From an optimization exercise on the open Yosys and OpenROAD flow, aimed at small area, a short achievable clock period and few clock cycles; shortcuts taken in it are not production practice.
Function was checked by simulation only, so behaviour that the tests miss may differ from the original.
Power is estimated from default activity; no workload was simulated.

$ cat design/flow/run.sh
#!/bin/bash
# synth_recipe.tcl (not shown) runs the flow's synth.tcl, then flattens the netlist and writes it again
# the make line also repeats each setting of config.mk as NAME=value (left out here)
make -C /OpenROAD-flow-scripts/flow DESIGN_CONFIG=/design/flow/config.mk WORK_HOME=/design/flow/orfs CLKGATE_MAP_FILE= SYNTH_SCRIPT=/design/flow/synth_recipe.tcl finish
$ cat design/flow/design.v
module xlr8_fdiv
  #(parameter DENOM_W = 32,
    parameter NUMER_W = 32,
    parameter EXP_W   = 8,
    parameter FRAC_W =  23,
    parameter QUOTI_W = 32,
    parameter REMAI_W = DENOM_W)
  (input logic clk,
   input logic                rst_n,
   input logic                clken,
   input logic [DENOM_W-1:0]  denom,
   input logic [NUMER_W-1:0]  numer,
   input logic                start,  
   output logic [QUOTI_W-1:0] q_out
   );
   localparam MANT_W = FRAC_W+1;
   localparam QUO_W = MANT_W+3;
   localparam CNT_W = $clog2(MANT_W+1);
   localparam SUB_W = 28;  
  logic                       sign;
  logic [EXP_W-1:0]           exp_q;
  logic [EXP_W-1:0]           temp_exp;
  logic [EXP_W-1:0]           exp_numer;
  logic [EXP_W-1:0]           exp_denom;
  logic [FRAC_W-1:0]          frac_numer;
  logic [FRAC_W-1:0]          frac_denom;
  logic [MANT_W-1:0]          mant_numer;
  logic [MANT_W-1:0]          mant_denom;
  logic [MANT_W-1:0]          mant_q;
  logic                     exp_numer_0;
  logic                     exp_denom_0;
  logic                     exp_numer_255;
  logic                     exp_denom_255;
  logic                     frac_numer_0;
  logic                     frac_denom_0;
  logic                     numer_nan;
  logic                     denom_nan;
  logic                     numer_inf;
  logic                     denom_inf;
  logic                     numer_0;
  logic                     denom_0;
  logic [CNT_W-1:0]         cnt;
  logic [CNT_W-1:0]         cnt_nxt;
  logic [MANT_W:0]          q_rnd;
   logic [QUO_W:0]          quotient;
   logic [QUO_W:0]          quotient_nxt;
   logic                    bsy;
  logic [MANT_W-1:0]        divisor, divisor_nxt;
  logic [MANT_W:0]          dividend, dividend_nxt, dividend_mux;
  logic                     quotient_val;        
  logic [QUO_W:0] q_adjst;
  logic [EXP_W-1:0] exp_adjst;
  assign exp_numer = numer[23 +: EXP_W];
  assign exp_denom = denom[23 +: EXP_W];
  assign frac_numer = numer[FRAC_W-1:0];
  assign frac_denom = denom[FRAC_W-1:0];
  assign mant_numer = {1'b1,numer[FRAC_W-1:0]};
  assign mant_denom = {1'b1,denom[FRAC_W-1:0]};
  always_ff @(posedge clk or negedge rst_n)
    if (!rst_n) begin
      sign <= 1'b0;
      temp_exp <= 8'h0;
    end
    else begin
      sign <= numer[31]^denom[31];  
      temp_exp <= exp_numer - exp_denom + 'd127;  
    end
  always_comb begin
    exp_numer_0 = exp_numer == 0;
    exp_denom_0 = exp_denom == 0;
    exp_numer_255 = exp_numer == 8'hff;
    exp_denom_255 = exp_denom == 8'hff;
    frac_numer_0 = frac_numer == 0;
    frac_denom_0 = frac_denom == 0;
    numer_nan = (exp_numer_255) && !frac_numer_0;
    denom_nan = (exp_denom_255) && !frac_denom_0;
    numer_inf = (exp_numer_255) && frac_numer_0;
    denom_inf = (exp_denom_255) && frac_denom_0;
    numer_0 = exp_numer_0;
    denom_0 = exp_denom_0;
  end
  always_comb begin
    if (numer_nan || denom_nan || (numer_0 && denom_0) || (numer_inf && denom_inf)) begin
      q_out = 32'h7fffffff;
    end
    else if (numer_inf || denom_0) begin
      q_out = {sign,8'hff,23'h0};
    end
         else if (numer_0 || denom_inf) begin
           q_out = {sign,31'h0};
         end
              else begin
                q_out = {sign,exp_adjst,q_rnd[FRAC_W-1:0]};
              end
  end  
   logic [23:0] rslt;
   logic        brw;       
  always_comb begin: calc_nxt
    {brw,rslt} = dividend - divisor;
     dividend_mux = brw ? dividend : rslt;
     dividend_nxt = dividend_mux << 1;
     quotient_nxt = (brw) ? {quotient[26:0],1'b0} : {quotient[26:0],1'b1};
     divisor_nxt = divisor;
    cnt_nxt = cnt - 'd1;
    bsy = |cnt;
  end
  always_ff @(posedge clk or negedge rst_n)
    if (!rst_n) begin
      cnt <= {CNT_W{1'b0}};
      dividend <= {25{1'b0}};
      divisor <= {MANT_W{1'b0}};
      quotient <= {QUO_W{1'b0}};
    end
    else begin
      if (clken) begin
         cnt <= start && !bsy ? SUB_W :
                   bsy ? cnt_nxt : cnt;
         divisor <= start && !bsy ? mant_denom :
                       bsy ? divisor_nxt :
                       divisor;
        dividend <= start && !bsy ? {1'b0, mant_numer} :
                        bsy ? dividend_nxt :
                        dividend;
        quotient <= start && !bsy ? '0 :
                        bsy ? quotient_nxt :
                        quotient;
      end
    end  
  logic stcky, g, r;
  logic [25:0] q_inc_g;
  always_comb begin
    if (quotient >= 28'h8000000) begin
      exp_adjst = temp_exp ;
      q_adjst = quotient >>1;
    end
    else begin
      q_adjst = quotient;
      exp_adjst = temp_exp-1;
    end  
  end  
  always_comb begin
    stcky = q_adjst[0] || |dividend;
    g = q_adjst[2];
    r = q_adjst[1];
    q_inc_g = q_adjst[27:2] +1;
    q_rnd[0] = g&&!r&&!stcky ? 1'b0 : q_inc_g[1];
    q_rnd[24:1] = q_inc_g[25:2];
  end
  always_ff @(posedge clk) begin
    quotient_val <= bsy && (~|cnt_nxt);
  end
endmodule  
`timescale 1 ns / 1 ns
module xlr8_xf #(
                 parameter STGI_XF_CTRL_ADR   = 8'h10,
                 parameter STGI_XF_STATUS_ADR = 8'h11,
                 parameter STGI_XF_R0_ADR     = 8'h0C,  
                 parameter STGI_XF_R1_ADR     = 8'h0D,
                 parameter STGI_XF_R2_ADR     = 8'h0E,
                 parameter STGI_XF_R3_ADR     = 8'h0F,
                 parameter STGI_XF_PRELOAD_DELTA = 8'h03,
                 parameter STGI_XF_P0_LATENCY = 8'h01,     
                 parameter STGI_XF_P1_LATENCY = 8'h02,     
                 parameter STGI_XF_P2_LATENCY = 8'h05,     
                 parameter STGI_XF_P3_LATENCY = 8'h03,     
                 parameter STGI_XF_P4_LATENCY = 8'h1C,     
                 parameter STGI_XF_P5_LATENCY = 8'h06,     
                 parameter STGI_XF_P6_LATENCY = 8'h01,     
                 parameter STGI_XF_P7_LATENCY = 8'h01      
         )
   (cp2,
    ireset,
    adr,
    dbus_in,
    dbus_out,
    iore,
    iowe,
    out_en,
    core_ramadr,
    core_ramre,
    core_ramwe,
    core_dm_sel,
    gprf,
    xf_dataa,
    xf_datab,
    xf_en,
    xf_p0_result,
    xf_p1_result,
    xf_p2_result,
    xf_p3_result,
    xf_p4_result,
    xf_p5_result,
    xf_p6_result,
    xf_p7_result
    );
   input               ireset;
   input               cp2;
   input [5:0]         adr;
   input [7:0]         dbus_in;
   output[7:0]         dbus_out;
   input               iore;
   input               iowe;
   output              out_en;
   input [7:0]         core_ramadr;
   input               core_ramre;
   input               core_ramwe;
   input               core_dm_sel;
   input [8*32-1:0]     gprf;
   output [31:0]        xf_dataa;
   output [31:0]        xf_datab;
   output [7:0]         xf_en;          
   input [31:0]         xf_p0_result;
   input [31:0]         xf_p1_result;
   input [31:0]         xf_p2_result;
   input [31:0]         xf_p3_result;
   input [31:0]         xf_p4_result;
   input [31:0]         xf_p5_result;
   input [31:0]         xf_p6_result;
   input [31:0]         xf_p7_result;
   localparam STGI_XF_P0_CMD  = 3'h0;
   localparam STGI_XF_P1_CMD  = 3'h1;
   localparam STGI_XF_P2_CMD  = 3'h2;
   localparam STGI_XF_P3_CMD  = 3'h3;
   localparam STGI_XF_P4_CMD  = 3'h4;
   localparam STGI_XF_P5_CMD  = 3'h5;
   localparam STGI_XF_P6_CMD  = 3'h6;
   localparam STGI_XF_P7_CMD  = 3'h7;
   localparam CTRL_DM_LOC   = (STGI_XF_CTRL_ADR   >= 16'h60) ? 1 : 0;
   localparam STATUS_DM_LOC = (STGI_XF_STATUS_ADR >= 16'h60) ? 1 : 0;
   localparam R_DM_LOC      = (STGI_XF_R0_ADR     >= 16'h60) ? 1 : 0;
   logic [31:0]         result; 
   logic [7:0]  ctrl_reg;
   logic [7:0]  status_reg;
   logic [31:0] xf_dataa;
   logic [31:0] xf_datab;
   logic [7:0]  xf_sel;
   logic [2:0]  current_cmd;
   logic [7:0]  port_complete;
   logic        fp_complete;
   logic        function_start;
   logic        function_active;
   logic [7:0]  result_tc;
   logic ctrl_adr;
   logic status_adr;
   logic r0_adr;
   logic r1_adr;
   logic r2_adr;
   logic r3_adr;
   logic ctrl_re;
   logic ctrl_we;
   logic status_re;
   logic r0_re;
   logic r1_re;
   logic r2_re;
   logic r3_re;
   logic [7:0]         xf_en;          
   assign ctrl_adr   = CTRL_DM_LOC   ? 
                       (core_dm_sel && core_ramadr == STGI_XF_CTRL_ADR) :
                       ({2'h0,adr} == STGI_XF_CTRL_ADR);
   assign status_adr = STATUS_DM_LOC ? 
                       (core_dm_sel && core_ramadr == STGI_XF_STATUS_ADR) :
                       ({2'h0,adr} == STGI_XF_STATUS_ADR);
   assign r0_adr    = R_DM_LOC     ? 
                       (core_dm_sel && core_ramadr == STGI_XF_R0_ADR) :
                       ({2'h0,adr} == STGI_XF_R0_ADR);
   assign r1_adr    = R_DM_LOC     ? 
                       (core_dm_sel && core_ramadr == STGI_XF_R1_ADR) :
                       ({2'h0,adr} == STGI_XF_R1_ADR);
   assign r2_adr     = R_DM_LOC      ? 
                       (core_dm_sel && core_ramadr == STGI_XF_R2_ADR) :
                       ({2'h0,adr} == STGI_XF_R2_ADR);
   assign r3_adr     = R_DM_LOC      ? 
                       (core_dm_sel && core_ramadr == STGI_XF_R3_ADR) :
                       ({2'h0,adr} == STGI_XF_R3_ADR);
   assign ctrl_re   = ctrl_adr   && (CTRL_DM_LOC   ? core_ramre : iore);
   assign ctrl_we   = ctrl_adr   && (CTRL_DM_LOC   ? core_ramwe : iowe);
   assign status_re = status_adr && (STATUS_DM_LOC ? core_ramre : iore);
   assign r0_re     = r0_adr     && (R_DM_LOC      ? core_ramre : iore);
   assign r1_re     = r1_adr     && (R_DM_LOC      ? core_ramre : iore);
   assign r2_re     = r2_adr     && (R_DM_LOC      ? core_ramre : iore);
   assign r3_re     = r3_adr     && (R_DM_LOC      ? core_ramre : iore);
   assign dbus_out = ({8{ctrl_re}}   & ctrl_reg)        |
                     ({8{status_re}} & status_reg)      |
                     ({8{r0_re}}     & result[7:0])     |
                     ({8{r1_re}}     & result[15:8])    |
                     ({8{r2_re}}     & result[23:16])   |
                     ({8{r3_re}}     & result[31:24]);
   assign out_en   = ctrl_re   ||
                     status_re ||
                     r0_re     ||
                     r1_re     ||
                     r2_re     ||
                     r3_re;
   always@(posedge cp2 or negedge ireset) begin: ctrlreg
      if (!ireset) begin
         ctrl_reg <= 8'h00;
      end
      else begin
         ctrl_reg <= (ctrl_we) ? {1'b0, dbus_in[6:0]} : ctrl_reg;
      end
   end
   assign current_cmd = (ctrl_we) ? dbus_in[2:0] : ctrl_reg[2:0];
   assign function_start = ctrl_we & (dbus_in[6] == 1'b1);
   always@(posedge cp2 or negedge ireset)
     begin
        if (!ireset) begin
           function_active <= 1'h0;
        end
        else begin
           if (function_start && ~fp_complete) begin
              function_active <= 1'b1;
           end else if (fp_complete) begin
              function_active <= 1'b0;
           end
        end
     end
   always@(posedge cp2 or negedge ireset)
     begin
        if (!ireset) begin
           status_reg <= 8'h00;
        end
        else begin
           if (fp_complete) begin
              status_reg[7] <= 1'b1;
              status_reg[6] <= ~|xf_sel;  
              status_reg[5:0] <= 6'h0;
           end else if (function_start) begin  
              status_reg <= 8'h00;
           end else if (dbus_out[7] && status_re) begin  
              status_reg[7] <= 1'b0;
           end
        end  
     end  
   always@(posedge cp2 or negedge ireset)
     begin
        if (!ireset) begin
           xf_dataa <= 32'h00000000;
           xf_datab <= 32'h00000000;
        end
        else begin   
           xf_dataa <= gprf[22*8 +: 4*8];
           xf_datab <= gprf[18*8 +: 4*8];
        end
     end  
   always_comb begin
      xf_sel[0] = (current_cmd == STGI_XF_P0_CMD) && (STGI_XF_P0_LATENCY != 8'd0);
      xf_sel[1] = (current_cmd == STGI_XF_P1_CMD) && (STGI_XF_P1_LATENCY != 8'd0);
      xf_sel[2] = (current_cmd == STGI_XF_P2_CMD) && (STGI_XF_P2_LATENCY != 8'd0);
      xf_sel[3] = (current_cmd == STGI_XF_P3_CMD) && (STGI_XF_P3_LATENCY != 8'd0);
      xf_sel[4] = (current_cmd == STGI_XF_P4_CMD) && (STGI_XF_P4_LATENCY != 8'd0);
      xf_sel[5] = (current_cmd == STGI_XF_P5_CMD) && (STGI_XF_P5_LATENCY != 8'd0);
      xf_sel[6] = (current_cmd == STGI_XF_P6_CMD) && (STGI_XF_P6_LATENCY != 8'd0);
      xf_sel[7] = (current_cmd == STGI_XF_P7_CMD) && (STGI_XF_P7_LATENCY != 8'd0);
   end
   always_comb xf_en = xf_sel & {8{function_start}};
   always_comb begin
      port_complete[0] = (((STGI_XF_PRELOAD_DELTA >= STGI_XF_P0_LATENCY) && function_start) ||
                          ((result_tc == STGI_XF_P0_LATENCY) && function_active)) && 
                         (current_cmd == STGI_XF_P0_CMD);
      port_complete[1] = (((STGI_XF_PRELOAD_DELTA >= STGI_XF_P1_LATENCY) && function_start) ||
                          ((result_tc == STGI_XF_P1_LATENCY) && function_active)) && 
                         (current_cmd == STGI_XF_P1_CMD);
      port_complete[2] = (((STGI_XF_PRELOAD_DELTA >= STGI_XF_P2_LATENCY) && function_start) ||
                          ((result_tc == STGI_XF_P2_LATENCY) && function_active)) && 
                         (current_cmd == STGI_XF_P2_CMD);
      port_complete[3] = (((STGI_XF_PRELOAD_DELTA >= STGI_XF_P3_LATENCY) && function_start) ||
                          ((result_tc == STGI_XF_P3_LATENCY) && function_active)) && 
                         (current_cmd == STGI_XF_P3_CMD);
      port_complete[4] = (((STGI_XF_PRELOAD_DELTA >= STGI_XF_P4_LATENCY) && function_start) ||
                          ((result_tc == STGI_XF_P4_LATENCY) && function_active)) && 
                         (current_cmd == STGI_XF_P4_CMD);
      port_complete[5] = (((STGI_XF_PRELOAD_DELTA >= STGI_XF_P5_LATENCY) && function_start) ||
                          ((result_tc == STGI_XF_P5_LATENCY) && function_active)) && 
                         (current_cmd == STGI_XF_P5_CMD);
      port_complete[6] = (((STGI_XF_PRELOAD_DELTA >= STGI_XF_P6_LATENCY) && function_start) ||
                          ((result_tc == STGI_XF_P6_LATENCY) && function_active)) && 
                         (current_cmd == STGI_XF_P6_CMD);
      port_complete[7] = (((STGI_XF_PRELOAD_DELTA >= STGI_XF_P7_LATENCY) && function_start) ||
                          ((result_tc == STGI_XF_P7_LATENCY) && function_active)) && 
                         (current_cmd == STGI_XF_P7_CMD);
   end
   assign fp_complete = |port_complete;
   always@(posedge cp2 or negedge ireset)
     begin: resulttimingchain
        if (!ireset) begin
           result_tc <= STGI_XF_PRELOAD_DELTA;
           result <= 32'h00000000;
        end
        else begin
           if ((result_tc > STGI_XF_PRELOAD_DELTA) || function_start) begin 
                result_tc <= result_tc + 1;
           end
           if (fp_complete) begin: snagresults
              result_tc <= STGI_XF_PRELOAD_DELTA;
              case (port_complete)
                8'h01: result <= xf_p0_result;
                8'h02: result <= xf_p1_result;
                8'h04: result <= xf_p2_result;
                8'h08: result <= xf_p3_result;
                8'h10: result <= xf_p4_result;
                8'h20: result <= xf_p5_result;
                8'h40: result <= xf_p6_result;
                8'h80: result <= xf_p7_result;
                default: result <= result;
              endcase  
           end  
        end
     end  
   wire _unused_ok = &{1'b0,
                       gprf[255:208],gprf[143:0],  
                       1'b0};
endmodule 
`timescale 1 ns / 1 ns
module xlr8_float_div
  (input  logic        clk,
   input  logic        rstn,
   input  logic [5:0]  adr,
   input  logic [7:0]  dbus_in,
   output logic [7:0]  dbus_out,
   input  logic        iore,
   input  logic        iowe,
   output logic        out_en,
   input  logic [31:0] opa,    
   input  logic [31:0] opb     
   );
   logic [31:0] xf_dataa;
   logic [31:0] xf_datab;
   logic [7:0]  xf_en;
   logic [31:0] xf_p3_result;
   logic [8*32-1:0] gprf;
   assign gprf = {48'h0, opa, opb, 144'h0};
   xlr8_xf
     #(.STGI_XF_PRELOAD_DELTA (8'd3),
       .STGI_XF_P0_LATENCY    (8'd0),
       .STGI_XF_P1_LATENCY    (8'd0),
       .STGI_XF_P2_LATENCY    (8'd0),
       .STGI_XF_P3_LATENCY    (8'd32),
       .STGI_XF_P4_LATENCY    (8'd0),
       .STGI_XF_P5_LATENCY    (8'd0),
       .STGI_XF_P6_LATENCY    (8'd0),
       .STGI_XF_P7_LATENCY    (8'd0),
       .STGI_XF_CTRL_ADR      (8'h10),
       .STGI_XF_STATUS_ADR    (8'h11),
       .STGI_XF_R0_ADR        (8'h0C),
       .STGI_XF_R1_ADR        (8'h0D),
       .STGI_XF_R2_ADR        (8'h0E),
       .STGI_XF_R3_ADR        (8'h0F))
   xf_inst
     (.ireset       (rstn),
      .cp2          (clk),
      .adr          (adr),
      .dbus_in      (dbus_in),
      .dbus_out     (dbus_out),
      .iore         (iore),
      .iowe         (iowe),
      .out_en       (out_en),
      .core_ramadr  (8'h00),
      .core_ramre   (1'b0),
      .core_ramwe   (1'b0),
      .core_dm_sel  (1'b0),
      .gprf         (gprf),
      .xf_dataa     (xf_dataa),
      .xf_datab     (xf_datab),
      .xf_en        (xf_en),
      .xf_p0_result (32'h0),
      .xf_p1_result (32'h0),
      .xf_p2_result (32'h0),
      .xf_p3_result (xf_p3_result),
      .xf_p4_result (32'h0),
      .xf_p5_result (32'h0),
      .xf_p6_result (32'h0),
      .xf_p7_result (32'h0));
   xlr8_fdiv
     fdiv_inst
       (.clk    (clk),
        .rst_n  (rstn),
        .clken  (1'b1),
        .start  (xf_en[3]),
        .numer  (xf_dataa),
        .denom  (xf_datab),
        .q_out  (xf_p3_result));
endmodule
$ cat design/flow/config.mk
export PLATFORM = sky130hd
export DESIGN_NAME = xlr8_float_div
export DESIGN_NICKNAME = xlr8_float_div
export VERILOG_FILES = /design/flow/design.v
export SDC_FILE = /design/flow/constraint.sdc
export NUM_CORES = 4
export LEC_CHECK = 0
export CAP_MARGIN = 20
export CORE_MARGIN = 2
export CORE_UTILIZATION = 40
export SLEW_MARGIN = 20
$ cat design/flow/constraint.sdc
create_clock -name core_clock -period 5.0 [get_ports {clk}]
set_input_delay 1.0000 -clock core_clock [delete_from_list [all_inputs] [get_ports {clk}]]
set_output_delay 1.0000 -clock core_clock [all_outputs]
set_load 0.01 [all_outputs]
==> metrics.yaml <==
sta:
  fmax_ghz: 0.230
  rsz0062_at_grt: "false"
  worst_pin_slew_ns: 0.931
  setup-tns-final_ns: 0
  min_period_ns: 4.35
  fin_crit_sh: 0.869
  timing.final.hold_violations: 0
  setup_viol: 0
  clock-skew-final_ns: 0.0118
  max-slew-margin-rel: 0.378
  maxSlewViolCount: 0
worst_setup_path:
  worst_setup_path_end_kind: "primary output"
  critical_path.max_fanout: 8
  crit_required_ns: 4.00
  slowest_stage: "clkdlybuf4s50_1"
  path_cells: "clkdlybuf4s50_1 -> or3b_2 -> nor2_1 -> nand2_1 -> o21ai_0 -> a221o_1 -> clkdlybuf4s50_1"
  crit_buf_inv: 2
  setup.worst_path.class: "in -> out"
  max_stage_delay_ns: 0.54
  cp_top_family: "buffers and inverters"
  start_kind: "input pin"
  path_common_cell: "clkdlybuf4s50_1"
  reg2reg_slack_ns: 1.41
  crit_arrival_ns: 3.35
floorplanning:
  die_h_um: 169
  dieArea_mm2: 0.0287
  rows: 60
  boundaryPins: 91
  core-area_mm2: 0.0270
  fp.dieW_um: 169
  start_util: 0.406
final_layout:
  fillerInstances: 2560
  nNetsFinal: 1343
  antenna_cells: 0
  stdcell_count: 1574
  most-common-layout-cells: "nand2_1, dfrtp_1, clkdlybuf4s50_1"
  final_cell_area_mm2: 0.0130
  drive_above_1_share: 0.0916
  final_util: 0.482
  reg.largest.list: "xf_inst.result x32, xf_inst.xf_dataa x32, xf_inst.xf_datab x32"
  syn_to_final_growth_pct: 18.7
power:
  power.share.sequential: 0.350
  p_int_w: 0.00427
  total_power_w: 0.00679
  p_comb_frac: 0.380
  p_sw_frac: 0.372
  p_switching_w: 0.00252
  cellLeakagePower_nw: 5.60
  pwr-share-clk: 0.270
  peakVddDrop_v: 0.000262
  cellPowerDensity_mw_per_mm2: 523
job:
  drv_cap: 0
clock_network:
  cts_resized: 0
  cts_root_buffer: "clkbuf_16"
  cts_tree: "yes"
  h-tree-depth: 1
  cts_buffers: 25
  clk_pin_slew_ns: 0.06
  postCtsHoldBufs: 0
  clock-sinks: 205
  post_cts_buffers: 0
  insertion_delay_ns: 0.52
  ctsLongestPathBuffers: 3
yosys:
  synth_area_mm2: 0.0110
  synth-seq-area-share: 0.469
  yosys_most_used_dff: "dfrtp_1"
  synth_area_leaders: "dfrtp_1, nand2_1, ha_1, xnor2_1, o21ai_0"
  avgSynthCellArea_um2: 9.56
  synthArstFlopShare: 1.00
  synth-seq-cells: 205
  syn_inst: 1145
  syn-num-nets: 1271
  yosysTopAreaCell: "dfrtp_1"
  synth_edf_count: 0
  ys.warnings.count: 2
  synth_top_area_share: 0.464
  ys_types: 68
grt:
  grt-ovfl-total: 0
  grt_max_degree: 97
  grt_usage: 0.174
  grt_pass1_vias: 8108
  grt_pass1_wl_mm: 40.7
  antenna_found_initial: 0
drt:
  drtIter0Drc: 571
  drcViolationCount: 0
  routed_wl_mm: 24.8
  avgRoutedWirePerCell_um: 15.7
  post_drt_via_cell_ratio: 5.26
  first_pass_iters: 4
  vias: 8272
  ant_nets: 0
placement:
  finalWeightedCongestion: 0.895
  dpl_cell_area_mm2: 0.0122
  port_buffers: 89
  placed_cells: 1531
  dpl.hpwl_mm: 18.1
hold_path:
  worstHoldPathType: "reg -> reg"
outcome:
  status: "finished clean"
## power by group through the flow
stage          Clock (W)  Combinational, W  Sequential [W]
3_3_place_gp           0           0.00254         0.00240
6_report         0.00183           0.00258         0.00238
2_1_floorplan          0           0.00209         0.00219
5_1_grt          0.00195           0.00292         0.00243
3_5_place_dp           0           0.00258         0.00240
4_1_cts          0.00188           0.00260         0.00238
## metal layers
layer / track usage / up-vias / part of all wire
met5: 0 / - / 0
met4: 0.0386 / 0 / 0.020
met3: 0.0203 / 33 / 0.031
met2: 0.313 / 144 / 0.50
met1: 0.224 / 3962 / 0.45
li1: - / 4133 / -
## worst paths after layout
check / cells after the start / end / start
worst max-delay path: 7 / dbus_out[0] / adr[1]
worst min-delay path: 1 / fdiv_inst.sign / xf_inst.xf_datab[31]
worst max register to register: 13 / fdiv_inst.dividend[6] / fdiv_inst.dividend[0]
worst min register to register: 1 / fdiv_inst.sign / xf_inst.xf_datab[31]
max in group asynchronous: 2 / xf_inst.xf_dataa[9] / rstn
min in group asynchronous: 1 / xf_inst.result_tc[4] / rstn
## worst reg2reg max path: stages (launching register included)
cell	delay [ns]
dfrtp_1	0.45
inv_1	0.07
ha_1	0.22
fa_1	0.41
nor2b_1	0.18
o2111ai_1	0.16
a21boi_0	0.26
o211ai_1	0.24
nand2_1	0.19
a31oi_4	0.13
xor2_1	0.51
buf_4	0.33
nor3_1	0.10
o31a_1	0.24
## cells by family (layout without fill, tap and decap cells)
group,Yosys count,in the layout,synth area share
buffers and inverters,107,195,0.0412
and+or+nand+nor,407,407,0.172
adders and majority gates,44,44,0.0516
xor gates and xnor gates,77,77,0.0616
muxes,59,59,0.0634
AOI/OAI and AO/OA,246,246,0.141
DFF,205,205,0.469
## stage by stage
stage | worst slack [ns] | hold slack (ns)
2_1_floorplan | 1.25 | 0.417
3_3_place_gp | 0.725 | 0.421
3_5_place_dp | 0.673 | 0.434
4_1_cts | 0.671 | 0.444
5_1_grt | 0.486 | 0.448
6_report | 0.655 | 0.439
## layout make-up
type / instances / area [um2] / area share
timing repair buffer: 107 / 1050 / 0.0811
tap: 341 / 427 / 0.0328
clock inverter: 12 / 156 / 0.0120
inverter: 45 / 169 / 0.0130
sequential: 205 / 5130 / 0.395
multi-input combinational: 833 / 5370 / 0.413
clock buffer: 31 / 688 / 0.0529
## Yosys cell counts, types with 4 or more instances
master / instances
xnor2_1: 53
o21a_1: 5
o211ai_1: 6
o21ai_0: 85
nor2b_1: 8
a31oi_1: 15
and2_1: 12
nor3_1: 11
dfrtp_1: 203
nand4_1: 12
mux2i_1: 27
nand2b_1: 10
a211oi_1: 4
a211o_1: 5
xor2_1: 24
nor2_1: 59
nand3_1: 33
nor4_1: 22
ha_1: 42
mux2_4: 17
clkbuf_1: 45
a221o_1: 12
buf_1: 4
o21bai_1: 4
nand2_1: 202
and3_1: 17
a21o_1: 9
buf_2: 4
buf_4: 6
inv_1: 45
mux2_2: 15
a21oi_1: 70
or3_1: 7
Testbench counts, summed over its fixed seeds: cycles 84,000.

[static timing again, ports no longer ideal]
Ports are ideal in the flow. The routed layout listed here was re-timed in OpenROAD.
Step 1 assumes that a clkbuf_16 drives the clock port and a buf_2 every other input.
Step 2 adds t to the input delays and takes it off the output delays; t is the mean of the earliest and latest rising clock arrival at the registers after step 1. Input paths then give back, and output paths get back, about the clock's delay inside the block.
a / b / c = ideal / step 1 / step 2; a / b = the first two.
t (ns): 0.559
setup slack, ns: 0.655 / 0.631 / 0.631
worst setup path after step 2: input to output
After both steps this run still meets setup and hold. For this run, drivers alone change the setup slack by -0.024 ns; drivers and shift together by -0.024 ns.
